This is an optimization exercise on Yosys and OpenROAD, whose aim is small area and a short achievable clock period, not a production implementation. In this exercise RTL edits were held to simulation tests only and were not proved equivalent to the original. Power is estimated from default activity; no workload was simulated.

==> run a <==
==> flow/design.v (excerpt) <==
module nmr_seq(
    input         clk_sys,
    input         rst_n,           
    input  [4:0]  start,           
    input  [15:0] datain,          
    input         scale_rst_n,
    input         scale_load,
    input  [4:0]  scale_choice,
    input         pn_change,
    input         inv_turn,
    output        scale_soft_d,
    output        scale_rt_sw,
    output        scale_sw_acq1,
    output        scale_sw_acq2,
    output        scale_s_acq,
    output        scale_dds_conf,
    output        scale_dump_start,
    output        scale_pluse_start,
    output        scale_pn_out,
    output        scale_bb_ch,
    output        scale_reset_out,
    output        scale_load_out,
    output [15:0] scale_s_acqnum,
    output        scale_intertodsp,
    output        scale_state_over_n,
    output [11:0] scale_strippluse,
    output        scale_dumpoff_ctr,
    output        scale_off_test,
    output        scale_tetw_pluse,
    output        scale_s_acq180,
    output        scale_long_opentime,
    output        scale_dump_sustain_ctrl,
    output        scale_ne_le,
    input         scan_rst_n,
    input         scan_load,
    input         scan_choice,
    output        scan_dumpon_ctr,
    output        scan_dumpoff_ctr,
    output        scan_soft_d,
    output        scan_rt_sw,
    output        scan_sw_acq1,
    output        scan_sw_acq2,
    output        scan_s_acq,
    output        scan_dds_conf,
    output        scan_calctrl,
    output        scan_state_over_n,
    output        scan_resetout,
    input         noise_rst_n,
    input         noise_load,
    input         noise_choice,
    output        noise_dumpon_ctr,
    output        noise_dumpoff_ctr,
    output        noise_soft_d,
    output        noise_rt_sw,
    output        noise_sw_acq1,
    output        noise_sw_acq2,
  ...
clock: 10.0 ns
lec_check: 0
cap_margin: 20
core_margin: 2
core_utilization: 40
place_density: 0.6
slew_margin: 20
run.sh (not shown) runs the stock make flow with config.mk's settings and CLKGATE_MAP_FILE= SYNTH_SCRIPT=/design/flow/synth_recipe.tcl, a recipe that flattens the netlist after the stock synthesis.
==> run b: changes against run a <==
--- a/flow/design.v
+++ b/flow/design.v
@@ -329,32 +329,30 @@
         if (scanchoice) dectime <= datain;
         else            acqtime <= datain;
     end
 reg  [2:0] cs;
 wire [2:0] q = (cs == 3'd7) ? 3'd7 : cs + 3'd1;
+reg  [2:0] qr;     
 always @(posedge clk_sys)
-    if (!rst_n)       cs <= 3'd0;
-    else if (clken_p) cs <= q;
+    if (!rst_n) begin
+        cs <= 3'd0;
+        qr <= 3'd0;
+    end else begin
+        if (clken_p) cs <= q;
+        qr <= q;
+    end
 always @(posedge clk_sys) begin
     if (!rst_n) begin
-        timecount    <= 20'd1;
         dumpon_ctr   <= 1'b0;
         dumpoff_ctr  <= 1'b0;
         rt_sw        <= 1'b0;
         sw_acq2      <= 1'b1;
         s_acq        <= 1'b0;
         calctrl      <= 1'b0;
         state_over_n <= 1'b1;
         resetout     <= 1'b0;
     end else begin
-        case (q)
-            3'd2:    timecount <= 20'd3000;
-            3'd3:    timecount <= {4'd0, dectime};
-            3'd4:    timecount <= 20'd500;
-            3'd5:    timecount <= {4'd0, acqtime};
-            default: timecount <= 20'd100;
-        endcase
         dumpon_ctr   <= (q == 3'd2);
         dumpoff_ctr  <= (q == 3'd6);
         rt_sw        <= (q >= 3'd2) && (q <= 3'd5);
         sw_acq2      <= !((q == 3'd4) || (q == 3'd5));
         s_acq        <= (q >= 3'd5);
@@ -364,10 +362,19 @@
     end
 end
 assign soft_d   = dumpon_ctr;
 assign dds_conf = dumpon_ctr;
 assign sw_acq1  = 1'b1;
+always @(*)
+    case (qr)
+        3'd0:    timecount = 20'd1;
+        3'd2:    timecount = 20'd3000;
+        3'd3:    timecount = {4'd0, dectime};
+        3'd4:    timecount = 20'd500;
+        3'd5:    timecount = {4'd0, acqtime};
+        default: timecount = 20'd100;
+    endcase
 endmodule
 module noisestate(
     input             clk_sys,
     input             clken_p,
     input             rst_n,
@@ -391,40 +398,47 @@
         if (nchoice) dectime <= ndatain;
         else         acqtime <= ndatain;
     end
 reg  [2:0] cs;
 wire [2:0] q = (cs == 3'd7) ? 3'd7 : cs + 3'd1;
+reg  [2:0] qr;     
 always @(posedge clk_sys)
-    if (!rst_n)       cs <= 3'd0;
-    else if (clken_p) cs <= q;
+    if (!rst_n) begin
+        cs <= 3'd0;
+        qr <= 3'd0;
+    end else begin
+        if (clken_p) cs <= q;
+        qr <= q;
+    end
 always @(posedge clk_sys) begin
     if (!rst_n) begin
-        timecount    <= 20'd1;
         dumpon_ctr   <= 1'b0;
         dumpoff_ctr  <= 1'b0;
         rt_sw        <= 1'b0;
         sw_acq2      <= 1'b1;
         n_acq        <= 1'b0;
         state_over_n <= 1'b1;
     end else begin
-        case (q)
-            3'd2:    timecount <= 20'd3000;
-            3'd3:    timecount <= {4'd0, dectime};
-            3'd4:    timecount <= 20'd500;
-            3'd5:    timecount <= {4'd0, acqtime};
-            default: timecount <= 20'd100;
-        endcase
         dumpon_ctr   <= (q == 3'd2);
         dumpoff_ctr  <= (q == 3'd6);
         rt_sw        <= (q >= 3'd2) && (q <= 3'd5);
         sw_acq2      <= !((q == 3'd4) || (q == 3'd5));
         n_acq        <= (q == 3'd5);
         state_over_n <= (q != 3'd7);
     end
 end
 assign soft_d  = dumpon_ctr;
 assign sw_acq1 = 1'b1;
+always @(*)
+    case (qr)
+        3'd0:    timecount = 20'd1;
+        3'd2:    timecount = 20'd3000;
+        3'd3:    timecount = {4'd0, dectime};
+        3'd4:    timecount = 20'd500;
+        3'd5:    timecount = {4'd0, acqtime};
+        default: timecount = 20'd100;
+    endcase
 endmodule
 module plusestate(
     input             clk_sys,
     input             clken_p,
     input             rst_n,
@@ -452,32 +466,28 @@
         if (loadchoice) DUMPTIME  <= datain;
         else            PLUSETIME <= datain;
     end
 reg  [3:0] cs;
 wire [3:0] q = (cs == 4'd9) ? 4'd9 : cs + 4'd1;
+reg  [3:0] qr;     
 always @(posedge clk_sys)
-    if (!rst_n)       cs <= 4'd0;
-    else if (clken_p) cs <= q;
+    if (!rst_n) begin
+        cs <= 4'd0;
+        qr <= 4'd0;
+    end else begin
+        if (clken_p) cs <= q;
+        qr <= q;
+    end
 always @(posedge clk_sys) begin
     if (!rst_n) begin
-        timecount    <= 20'd1;
         sw_acq1      <= 1'b1;
         pluse_start  <= 1'b0;
         dump_start   <= 1'b0;
         state_over_n <= 1'b1;
         dds_config   <= 1'b0;
         dumpoff_ctr  <= 1'b0;
     end else begin
-        case (q)
-            4'd1:    timecount <= 20'd10;
-            4'd4:    timecount <= 20'd400;
-            4'd5:    timecount <= 20'd30;
-            4'd6:    timecount <= 20'd168;
-            4'd7:    timecount <= {4'd0, PLUSETIME};
-            4'd8:    timecount <= {4'd0, DUMPTIME};
-            default: timecount <= 20'd100;
-        endcase
         sw_acq1      <= !((q >= 4'd4) && (q <= 4'd8));
         pluse_start  <= (q == 4'd6) || (q == 4'd7);
         dump_start   <= (q >= 4'd5) && (q <= 4'd8);
         state_over_n <= (q != 4'd9);
         dds_config   <= (q == 4'd5) || (q == 4'd6);
@@ -488,10 +498,21 @@
 assign pluse_acq  = dump_start;
 assign off_test   = pluse_start;
 assign tetw_pluse = dumpoff_ctr;
 assign rt_sw      = 1'b0;
 assign sw_acq2    = 1'b1;
+always @(*)
+    case (qr)
+        4'd0:    timecount = 20'd1;
+        4'd1:    timecount = 20'd10;
+        4'd4:    timecount = 20'd400;
+        4'd5:    timecount = 20'd30;
+        4'd6:    timecount = 20'd168;
+        4'd7:    timecount = {4'd0, PLUSETIME};
+        4'd8:    timecount = {4'd0, DUMPTIME};
+        default: timecount = 20'd100;
+    endcase
 endmodule
 module state_1ms(
     input             clk_sys,
     input             clken_p,
     input             rst_n,
@@ -645,10 +666,22 @@
     output        clk_en_scan,
     output        clk_en_noise,
     output        clk_en_pluse,
     output        clk_en_st1ms
 );
+reg  [15:0] datain_d;
+reg         scan_load_d, scan_choice_d, noise_load_d, noise_choice_d;
+reg         pluse_load_d, pluse_choice_d;
+always @(posedge clk_sys) begin
+    datain_d       <= datain;
+    scan_load_d    <= scan_load;
+    scan_choice_d  <= scan_choice;
+    noise_load_d   <= noise_load;
+    noise_choice_d <= noise_choice;
+    pluse_load_d   <= pluse_load;
+    pluse_choice_d <= pluse_choice;
+end
 wire [21:0] tc_scale;
 wire [19:0] tc_scan, tc_noise, tc_pluse, tc_st1ms;
 wire [21:0] sw_dataout;
 wire        sw_en, time_up;
 timer timer_0 (
@@ -687,30 +720,30 @@
     .dumpon_ctr(scan_dumpon_ctr), .dumpoff_ctr(scan_dumpoff_ctr),
     .soft_d(scan_soft_d), .rt_sw(scan_rt_sw),
     .sw_acq1(scan_sw_acq1), .sw_acq2(scan_sw_acq2),
     .s_acq(scan_s_acq), .dds_conf(scan_dds_conf),
     .calctrl(scan_calctrl), .state_over_n(scan_state_over_n),
-    .scanload(scan_load), .scanchoice(scan_choice),
-    .resetout(scan_resetout), .timecount(tc_scan), .datain(datain));
+    .scanload(scan_load_d), .scanchoice(scan_choice_d),
+    .resetout(scan_resetout), .timecount(tc_scan), .datain(datain_d));
 noisestate noisestate_0 (
     .clk_sys(clk_sys), .clken_p(clk_en_noise), .rst_n(noise_rst_n),
     .dumpon_ctr(noise_dumpon_ctr), .dumpoff_ctr(noise_dumpoff_ctr),
     .soft_d(noise_soft_d), .rt_sw(noise_rt_sw),
     .sw_acq1(noise_sw_acq1), .sw_acq2(noise_sw_acq2),
     .n_acq(noise_n_acq), .state_over_n(noise_state_over_n),
-    .nload(noise_load), .nchoice(noise_choice),
-    .timecount(tc_noise), .ndatain(datain));
+    .nload(noise_load_d), .nchoice(noise_choice_d),
+    .timecount(tc_noise), .ndatain(datain_d));
 plusestate plusestate_0 (
     .clk_sys(clk_sys), .clken_p(clk_en_pluse), .rst_n(pluse_rst_n),
     .soft_d(pluse_soft_d), .rt_sw(pluse_rt_sw),
     .sw_acq1(pluse_sw_acq1), .sw_acq2(pluse_sw_acq2),
     .pluse_acq(pluse_acq), .pluse_start(pluse_pluse_start),
-    .off_test(pluse_off_test), .load(pluse_load),
-    .loadchoice(pluse_choice), .dump_start(pluse_dump_start),
+    .off_test(pluse_off_test), .load(pluse_load_d),
+    .loadchoice(pluse_choice_d), .dump_start(pluse_dump_start),
     .state_over_n(pluse_state_over_n), .dds_config(pluse_dds_config),
     .dumpoff_ctr(pluse_dumpoff_ctr), .tetw_pluse(pluse_tetw_pluse),
-    .timecount(tc_pluse), .datain(datain));
+    .timecount(tc_pluse), .datain(datain_d));
 state_1ms state_1ms_0 (
     .clk_sys(clk_sys), .clken_p(clk_en_st1ms), .rst_n(st1ms_rst_n),
     .load(st1ms_load), .loadchoice(st1ms_choice),
     .reset_out(st1ms_reset_out), .dump_start(st1ms_dump_start),
     .pluse_start(st1ms_pluse_start), .bri_cycle(st1ms_bri_cycle),
==> flow/flow/run.sh (new file) <==
#!/bin/bash
# Layout flow: the standard ORFS flow (standard.sh, synthesis unchanged)
# with two changes: the port buffers are buf_2 cells, and setup repair aims
# for a tighter slack than the 10 ns clock needs. The clock period and the
# constraints are the design's. ORFS writes each step's full log under
# orfs/logs; make's own output goes to standard_flow.log.
set -uo pipefail
bash standard.sh \
    "BUFFER_PORTS_ARGS=-buffer_cell sky130_fd_sc_hd__buf_2" \
    SETUP_SLACK_MARGIN=6.8 \
    finish > standard_flow.log 2>&1
==> flow/standard.sh (new file) <==
#!/bin/bash
# synth_recipe.tcl (not shown) runs the flow's synth.tcl, then flattens the netlist and writes it again
# the make line also repeats each setting of config.mk as NAME=value (left out here)
make -C /OpenROAD-flow-scripts/flow DESIGN_CONFIG=/design/flow/config.mk WORK_HOME=/design/flow/orfs CLKGATE_MAP_FILE= SYNTH_SCRIPT=/design/flow/synth_recipe.tcl "${@:-finish}"
- CORE_UTILIZATION: 40 -> 65
- CTS_BUF_LIST: unset -> sky130_fd_sc_hd__clkbuf_8 sky130_fd_sc_hd__clkbuf_16
- CTS_CLUSTER_DIAMETER: unset -> 100
- CTS_CLUSTER_SIZE: unset -> 30
- PLACE_DENSITY: 0.6 -> 0.75
removed: flow/run.sh
==> comparison table <==
item	run a	run b
Result of the run	complete, no violations	complete, no violations
Half-perimeter wire length of the detailed placement result	46.13 mm	41.49 mm
Register area share after synthesis	69.90%	70.38%
Finished Core Util	47.01%	70.82%
Source of the critical timing path	scalestate_0.le_ne	scalestate_0.reset_out
Int Pwr	5.168 mW	3.865 mW
Post-synthesis instance area	28610 um2	27960 um2
Number of clock sinks	753	737
Part of the total power dissipated in sequential elements	52.2%	68.5%
Non-clk invs	69	65
Adder-Cell Fraction of Synth Area	2.484%	2.363%
Pin count of the biggest net entering global routing	60	63
Layout net count	2367	2254
Global Route met2 Usage	32.89%	49.77%
PD cells	194.0 nW/um2	162.5 nW/um2
Share of post-route cells with drive strength above 1	9.841%	11.67%
Critical Path Sink	scale_ne_le	scale_reset_out
DRT Pass-1 Iters	6	9
Avg Inst Size Synth	13.39 um2	13.38 um2
Area share of the largest cell type after synthesis	51.64%	52.84%
Leakage	11.26 nW	10.35 nW
Switching Power	1.319 mW	0.9940 mW
Floorplan die area	73690 um2	44690 um2

re-timing with driven ports:
How much do the figures lean on ideal ports? The routed layouts below were timed once more, with nothing changed but the port constraints.
Step 1 sets driving cells, clkbuf_16 on the clock port and buf_2 on the other inputs (assumed; they add their load-dependent delay and slew).
Step 2 also shifts input and output timing later by t, the mid clock arrival at the registers, as if the neighbouring blocks saw the same clock.
Slacks: ideal ports / drivers / drivers and shift; pairs: ideal ports / drivers.
run	t (ns)	setup slack, ns	clock arrival spread, ns	slew at the worst register clock pin (ns)
run a	0.664	5.967 / 5.909 / 5.699	0.030 / 0.030	0.06 / 0.06
run b	0.662	6.823 / 6.764 / 6.261	0.027 / 0.026	0.12 / 0.12
After both steps setup and hold are still met in every run listed. For run b, which loses most, drivers alone change the setup slack by -0.059 ns; drivers and shift together by -0.562 ns.
